From an optimization exercise on the open Yosys and OpenROAD flow, aimed at small area and a short achievable clock period; shortcuts taken in it are not production practice. RTL that was checked went through simulation tests only; none was proved equivalent to the original.

==> run a <==
==> flow/design.v (excerpt) <==
module processor(clk, clear_n, load, dload, laddr, insload,
                 pc, rf_we, rf_waddr, rf_wdata, dm_we, dm_addr, dm_wdata);
clock: 16.0 ns
lec_check: 0
cap_margin: 20
core_margin: 2
core_utilization: 60
cts_buf_list: sky130_fd_sc_hd__clkbuf_8
place_density: 0.7
slew_margin: 20
synth_hierarchical: 1
synth_minimum_keep_size: 0
standard.sh (not shown) runs the stock make flow with config.mk's settings and CLKGATE_MAP_FILE= SYNTH_SCRIPT=/design/flow/synth_recipe.tcl, a recipe that flattens the netlist after the stock synthesis.
==> flow/flow/run.sh <==
#!/bin/bash
# The standard layout (standard.sh: unchanged synthesis and steps) with two
# additions: repair_timing aims for more setup slack than the design's 0.5 ns,
# so the design is sized for a shorter achieved period (clock period and SDC are
# unchanged), and the reset input is placed next to the outputs it gates.
set -euo pipefail
here=$(pwd)
export SETUP_SLACK_MARGIN=9.0
export IO_CONSTRAINTS=$here/flow/io.tcl
bash standard.sh > standard_make.log 2>&1
==> flow/flow/io.tcl <==
# keep the reset input next to the two write-enable outputs it gates
set_io_pin_constraint -group -order -pin_names {rf_we clear_n dm_we}
==> run b: changes against run a <==
==> flow/design.v (replaced) <==
module aoi22(a1, a2, b1, b2, y);
input a1, a2, b1, b2;
output y;
assign y = ~((a1 & a2) | (b1 & b2));
endmodule
module aoi222(a1, a2, b1, b2, c1, c2, y);
input a1, a2, b1, b2, c1, c2;
output y;
assign y = ~((a1 & a2) | (b1 & b2) | (c1 & c2));
endmodule
module sel32(s, d, y);
input [31:0] s, d;
output [10:0] y;
genvar g;
generate
	for (g = 0; g < 10; g = g + 1) begin : t
		aoi222 u(.a1(s[3*g]), .a2(d[3*g]), .b1(s[3*g+1]), .b2(d[3*g+1]),
		         .c1(s[3*g+2]), .c2(d[3*g+2]), .y(y[g]));
	end
endgenerate
aoi22 u10(.a1(s[30]), .a2(d[30]), .b1(s[31]), .b2(d[31]), .y(y[10]));
endmodule
module sel17(s, d, y);
input [16:0] s, d;
output [5:0] y;
genvar g;
generate
	for (g = 0; g < 5; g = g + 1) begin : t
		aoi222 u(.a1(s[3*g]), .a2(d[3*g]), .b1(s[3*g+1]), .b2(d[3*g+1]),
		         .c1(s[3*g+2]), .c2(d[3*g+2]), .y(y[g]));
	end
endgenerate
aoi22 u5(.a1(s[15]), .a2(d[15]), .b1(s[16]), .b2(d[16]), .y(y[5]));
endmodule
module processor(clk, clear_n, load, dload, laddr, insload,
                 pc, rf_we, rf_waddr, rf_wdata, dm_we, dm_addr, dm_wdata);
input clk, clear_n, load, dload;
input [15:0] laddr, insload;
output [15:0] pc;
output rf_we;
output [3:0] rf_waddr;
output [15:0] rf_wdata;
output dm_we;
output [4:0] dm_addr;
output [15:0] dm_wdata;
integer i;
genvar b, k;
reg [15:0] pc_r;      
reg [15:0] ir;        
reg [15:0] a_r, b_r;  
reg [7:0]  ime [0:31];  
reg [7:0]  imo [0:31];  
reg [15:0] rf  [0:15];  
reg [15:0] rvalid;      
reg [15:0] dm  [0:31];  
wire [3:0] op = ir[15:12];
wire [3:0] rd = ir[3:0];
wire is_add = (op == 4'd2);
wire is_sw  = (op == 4'd10);
wire is_bne = (op == 4'd14);
wire is_jmp = (op == 4'd15);
wire writes = (op == 4'd0) | (op == 4'd1) | is_add | (op == 4'd6) | (op == 4'd7) | (op == 4'd8);
wire rf_wen = writes & clear_n;
wire dm_wen = is_sw & clear_n;
wire [4:0]  daddr = a_r[4:0] + {1'b0, rd};
wire [31:0] dsel = 32'd1 << daddr;
wire [15:0] mrd;
generate
	for (b = 0; b < 16; b = b + 1) begin : dmr
		wire [31:0] col;
		wire [10:0] y;
		for (k = 0; k < 32; k = k + 1) begin : c
			assign col[k] = dm[k][b];
		end
		sel32 u(.s(dsel), .d(col), .y(y));
		assign mrd[b] = ~&y;
	end
endgenerate
wire        xs = a_r[15], ys = b_r[15];
wire [14:0] xm = a_r[14:0], ym = b_r[14:0];
wire        eff_add = is_add ^ xs ^ ys;          
wire [15:0] msum = {1'b0, xm} + {1'b0, ym};
wire [15:0] mdif = {1'b0, xm} - {1'b0, ym};      
wire [14:0] mrev = ym - xm;
wire        mgt = mdif[15];
wire        meq = (xm == ym);
wire [15:0] smres = eff_add ? {xs | (is_add & msum[15]), msum[14:0]}
                            : {~meq & (xs ^ mgt), (is_add & mgt) ? mrev : mdif[14:0]};
wire        ult = (a_r < b_r);
reg [15:0] wdata;
always @(*) begin
	case (op)
		4'd0: wdata = a_r & b_r;
		4'd1: wdata = a_r | b_r;
		4'd2, 4'd6: wdata = smres;
		4'd7: wdata = {15'd0, ult};
		default: wdata = mrd;
	endcase
end
wire taken = is_bne & (a_r != b_r);
wire [15:0] pc2 = pc_r + 16'd2;
wire [15:0] pcb = pc_r + 16'd2 + {12'd0, rd};
wire [15:0] pcj = {pc_r[15:13], ir[11:0], 1'b0};
wire [15:0] npc = is_jmp ? pcj : taken ? pcb : pc2;
wire [5:0] c3 = pc_r[5:0] + 6'd3;
wire [5:0] cb3 = pc_r[5:0] + 6'd3 + {2'd0, rd};
wire [4:0] oi = npc[5:1];
wire [4:0] ei = is_jmp ? ir[4:0] : taken ? cb3[5:1] : c3[5:1];
wire       swap = npc[0];
wire [31:0] esel = 32'd1 << ei;
wire [31:0] osel = 32'd1 << oi;
wire [7:0] ev, ov;
generate
	for (b = 0; b < 8; b = b + 1) begin : imr
		wire [31:0] ecol, ocol;
		wire [10:0] ey, oy;
		for (k = 0; k < 32; k = k + 1) begin : c
			assign ecol[k] = ime[k][b];
			assign ocol[k] = imo[k][b];
		end
		sel32 ue(.s(esel), .d(ecol), .y(ey));
		sel32 uo(.s(osel), .d(ocol), .y(oy));
		assign ev[b] = ~&ey;
		assign ov[b] = ~&oy;
	end
endgenerate
wire [5:0] la1 = laddr[5:0] + 6'd1;
wire [4:0] lo = laddr[5:1];
wire [4:0] le = la1[5:1];
wire [7:0] odat = laddr[0] ? insload[15:8] : insload[7:0];
wire [7:0] edat = laddr[0] ? insload[7:0] : insload[15:8];
wire [7:0] e0 = (load && le == 5'd0) ? edat : ime[0];
wire [7:0] o0 = (load && lo == 5'd0) ? odat : imo[0];
wire [15:0] ir_run = swap ? {ov, ev} : {ev, ov};
wire [15:0] ir_n = clear_n ? ir_run : {e0, o0};
wire [3:0]  rs_n = ir_run[11:8];
wire [3:0]  rt_n = ir_run[7:4];
wire [15:0] wm = writes ? (16'd1 << rd) : 16'd0;
wire [15:0] vm = rvalid & ~wm;
wire [15:0] das = 16'd1 << rs_n;
wire [15:0] dbs = 16'd1 << rt_n;
wire [16:0] asel = {|(das & wm), das & vm};
wire [16:0] bsel = {|(dbs & wm), dbs & vm};
wire [15:0] a_n, b_n;
generate
	for (b = 0; b < 16; b = b + 1) begin : rfr
		wire [16:0] col;
		wire [5:0] ay, by;
		for (k = 0; k < 16; k = k + 1) begin : c
			assign col[k] = rf[k][b];
		end
		assign col[16] = wdata[b];
		sel17 ua(.s(asel), .d(col), .y(ay));
		sel17 ub(.s(bsel), .d(col), .y(by));
		assign a_n[b] = clear_n & ~&ay;
		assign b_n[b] = clear_n & ~&by;
	end
endgenerate
always @(posedge clk) begin
	pc_r <= clear_n ? npc : 16'd0;
	ir <= ir_n;
	a_r <= a_n;
	b_r <= b_n;
end
always @(posedge clk) begin
	for (i = 0; i < 32; i = i + 1) begin
		if (load && le == i[4:0]) ime[i] <= edat;
		if (load && lo == i[4:0]) imo[i] <= odat;
	end
end
always @(posedge clk) begin
	for (i = 0; i < 16; i = i + 1)
		if (rf_wen && rd == i[3:0]) rf[i] <= wdata;
end
always @(posedge clk) begin
	if (!clear_n)
		rvalid <= 16'd0;
	else if (rf_wen)
		rvalid[rd] <= 1'b1;
end
always @(posedge clk) begin
	for (i = 0; i < 32; i = i + 1) begin
		if (dload) begin
			if (laddr[4:0] == i[4:0]) dm[i] <= insload;
		end else if (dm_wen && daddr == i[4:0])
			dm[i] <= b_r;
	end
end
assign pc = pc_r;
assign rf_we = rf_wen;
assign rf_waddr = rd;
assign rf_wdata = wdata;
assign dm_we = dm_wen;
assign dm_addr = daddr;
assign dm_wdata = b_r;
endmodule
==> flow/flow/run.sh (replaced) <==
#!/bin/bash
# The standard layout (standard.sh, unchanged synthesis and steps), with
# repair_timing aiming for more setup slack than the design's 0.5 ns, so the
# design is sized for a shorter achieved period. Clock period and SDC unchanged.
set -euo pipefail
export SETUP_SLACK_MARGIN=9.0
bash standard.sh > standard_make.log 2>&1
==> flow/config.mk (replaced) <==
export PLATFORM = sky130hd
export DESIGN_NAME = processor
export DESIGN_NICKNAME = processor
export VERILOG_FILES = /design/flow/design.v
export SDC_FILE = /design/flow/constraint.sdc
export NUM_CORES = 4
export LEC_CHECK = 0
export CAP_MARGIN = 20
export CORE_MARGIN = 2
export CORE_UTILIZATION = 40
export SLEW_MARGIN = 20
export SYNTH_HIERARCHICAL = 1
export SYNTH_MINIMUM_KEEP_SIZE = 0
removed: flow/flow/io.tcl
==> run c: changes against run a <==
--- a/flow/design.v
+++ b/flow/design.v
@@ -55,15 +55,14 @@
 reg [15:0] rf  [0:15];  
 reg [15:0] rvalid;      
 reg [15:0] dm  [0:31];  
 wire [3:0] op = ir[15:12];
 wire [3:0] rd = ir[3:0];
 wire is_add = (op == 4'd2);
 wire is_sub = (op == 4'd6);
-wire is_lw  = (op == 4'd8);
 wire is_sw  = (op == 4'd10);
 wire is_bne = (op == 4'd14);
 wire is_jmp = (op == 4'd15);
 wire writes = (op == 4'd0) | (op == 4'd1) | is_add | is_sub | (op == 4'd7) | (op == 4'd8);
 wire rf_wen = writes & clear_n;
 wire dm_wen = is_sw & clear_n;
 wire [4:0]  daddr = a_r[4:0] + {1'b0, rd};
@@ -78,23 +77,24 @@
 		assign t[0] = dx[0] ^ ~kk[0];
 		for (b = 1; b < 5; b = b + 1) begin : bt
 			assign t[b] = dx[b] ^ ~kk[b] ^ (kk[b-1] ? dand[b-1] : dor[b-1]);
 		end
 		assign dsel[k] = &t;
 	end
 endgenerate
-wire [31:0] rsel = dsel & {32{is_lw}};
-wire [11:0] mry [0:15];
+wire [15:0] mrd;
 generate
 	for (b = 0; b < 16; b = b + 1) begin : dmr
 		wire [31:0] col;
+		wire [11:0] y;
 		for (k = 0; k < 32; k = k + 1) begin : c
 			assign col[k] = dm[k][b];
 		end
-		sel32 u(.s(rsel), .d(col), .y(mry[b]));
+		sel32 u(.s(dsel), .d(col), .y(y));
+		assign mrd[b] = ~&y;
 	end
 endgenerate
 wire        xs = a_r[15], ys = b_r[15];
 wire [14:0] xm = a_r[14:0], ym = b_r[14:0];
 wire        sx = xs ^ ys;
 wire        sub = ~((is_add & ~sx) | (is_sub & sx));
 wire [14:0] bb = ym ^ {15{sub}};
@@ -135,24 +135,24 @@
 wire [14:0] s0 = p0 ^ {G[13:0], 1'b0};
 wire [14:0] s1 = p0 ^ {G[13:0] | P[13:0], 1'b1};
 wire        mgt = ~(G[14] | P[14]);    
 wire        meq = P[14];               
 wire [15:0] smres = ~sub ? {xs | (is_add & G[14]), s0}
                          : {~meq & (xs ^ mgt), (is_add & mgt) ? ~s0 : s1};
 wire        ult = sx ? ys : mgt;       
-wire [15:0] alu = ({16{op == 4'd0}} & a_r & b_r)
-                | ({16{op == 4'd1}} & (a_r | b_r))
-                | ({16{is_add | is_sub}} & smres)
-                | {15'd0, (op == 4'd7) & ult};
-wire [15:0] wdata;
-generate
-	for (b = 0; b < 16; b = b + 1) begin : wd
-		assign wdata[b] = ~&{mry[b], ~alu[b]};
-	end
-endgenerate
+reg [15:0] wdata;
+always @(*) begin
+	case (op)
+		4'd0: wdata = a_r & b_r;
+		4'd1: wdata = a_r | b_r;
+		4'd2, 4'd6: wdata = smres;
+		4'd7: wdata = {15'd0, ult};
+		default: wdata = mrd;
+	endcase
+end
 wire taken = is_bne & (a_r != b_r);
 wire [15:0] pc2 = pc_r + 16'd2;
 wire [15:0] pcb = pc_r + 16'd2 + {12'd0, rd};
 wire [15:0] pcj = {pc_r[15:13], ir[11:0], 1'b0};
 wire [15:0] npc = is_jmp ? pcj : taken ? pcb : pc2;
 wire [5:0] c3 = pc_r[5:0] + 6'd3;
 wire [5:0] cb3 = pc_r[5:0] + 6'd3 + {2'd0, rd};
==> results.cfg <==
[cells_and_area]
inverters = 65

[clock_tree]
post_cts_resize_count = 250

[yosys]
post_synth_most_frequent_cells = 1264 x sky130_fd_sc_hd__edfxtp_1, 480 x sky130_fd_sc_hd__a222oi_1, 296 x sky130_fd_sc_hd__nand2_1

[drt]
routed_via_density = 7.05

[outcome]
outcome = complete, no violations

[sta]
min_period_over_period_pct = 49.8
The numbers above come from run c.

==> results.cfg <==
[outcome]
outcome = complete, no violations

[yosys]
post_synth_most_frequent_cells = 1264 x sky130_fd_sc_hd__edfxtp_1, 480 x sky130_fd_sc_hd__a222oi_1, 278 x sky130_fd_sc_hd__nor2_1

[sta]
hold_slack_ns = 0.444

[power_and_ir_drop]
power_switching_mw = 4.20

[drt]
wl_met2_mm = 77.6
routed_via_density = 6.36
The numbers above come from run b.

==> results.cfg <==
[outcome]
outcome = complete, no violations

[drt]
routed_via_density = 7.14
drt-initial-drc-count = 7027
wl_met2_mm = 72.4

[clock_tree]
post_cts_resize_count = 255
clockBufferDepth = 3
h-tree-depth = 4

[yosys]
post_synth_most_frequent_cells = 1264 x sky130_fd_sc_hd__edfxtp_1, 480 x sky130_fd_sc_hd__a222oi_1, 262 x sky130_fd_sc_hd__nand2_1

[worst_hold_path]
timing.hold.worst.class = reg2reg

[cells_and_area]
inverters = 63

[sta]
min_period_over_period_pct = 50.4
grt_setup_unrepaired = yes
The numbers above come from run a.

No functional check of the RTL was part of run b and run c.

static timing again, ports no longer ideal:
The results above use ideal ports. As a check the final layouts listed here were re-extracted and re-timed, cells and wires unchanged. Step 1 assumes that a clkbuf_16 drives the clock port and a buf_2 every other input. Step 2 adds t to the input delays and takes it off the output delays; t is the mean of the earliest and latest rising clock arrival at the registers after step 1. Input paths then give back, and output paths get back, about the clock's delay inside the block. a / b / c = ideal / step 1 / step 2; a / b = the first two.
run	t, ns	setup WS [ns]	worst setup path at the end
run a	0.943	7.940 / 7.871 / 8.567	input to register
run b	0.853	7.905 / 7.820 / 8.672	register to output
run c	0.932	8.036 / 7.972 / 8.597	input to register
After both steps every run listed still meets setup and hold.
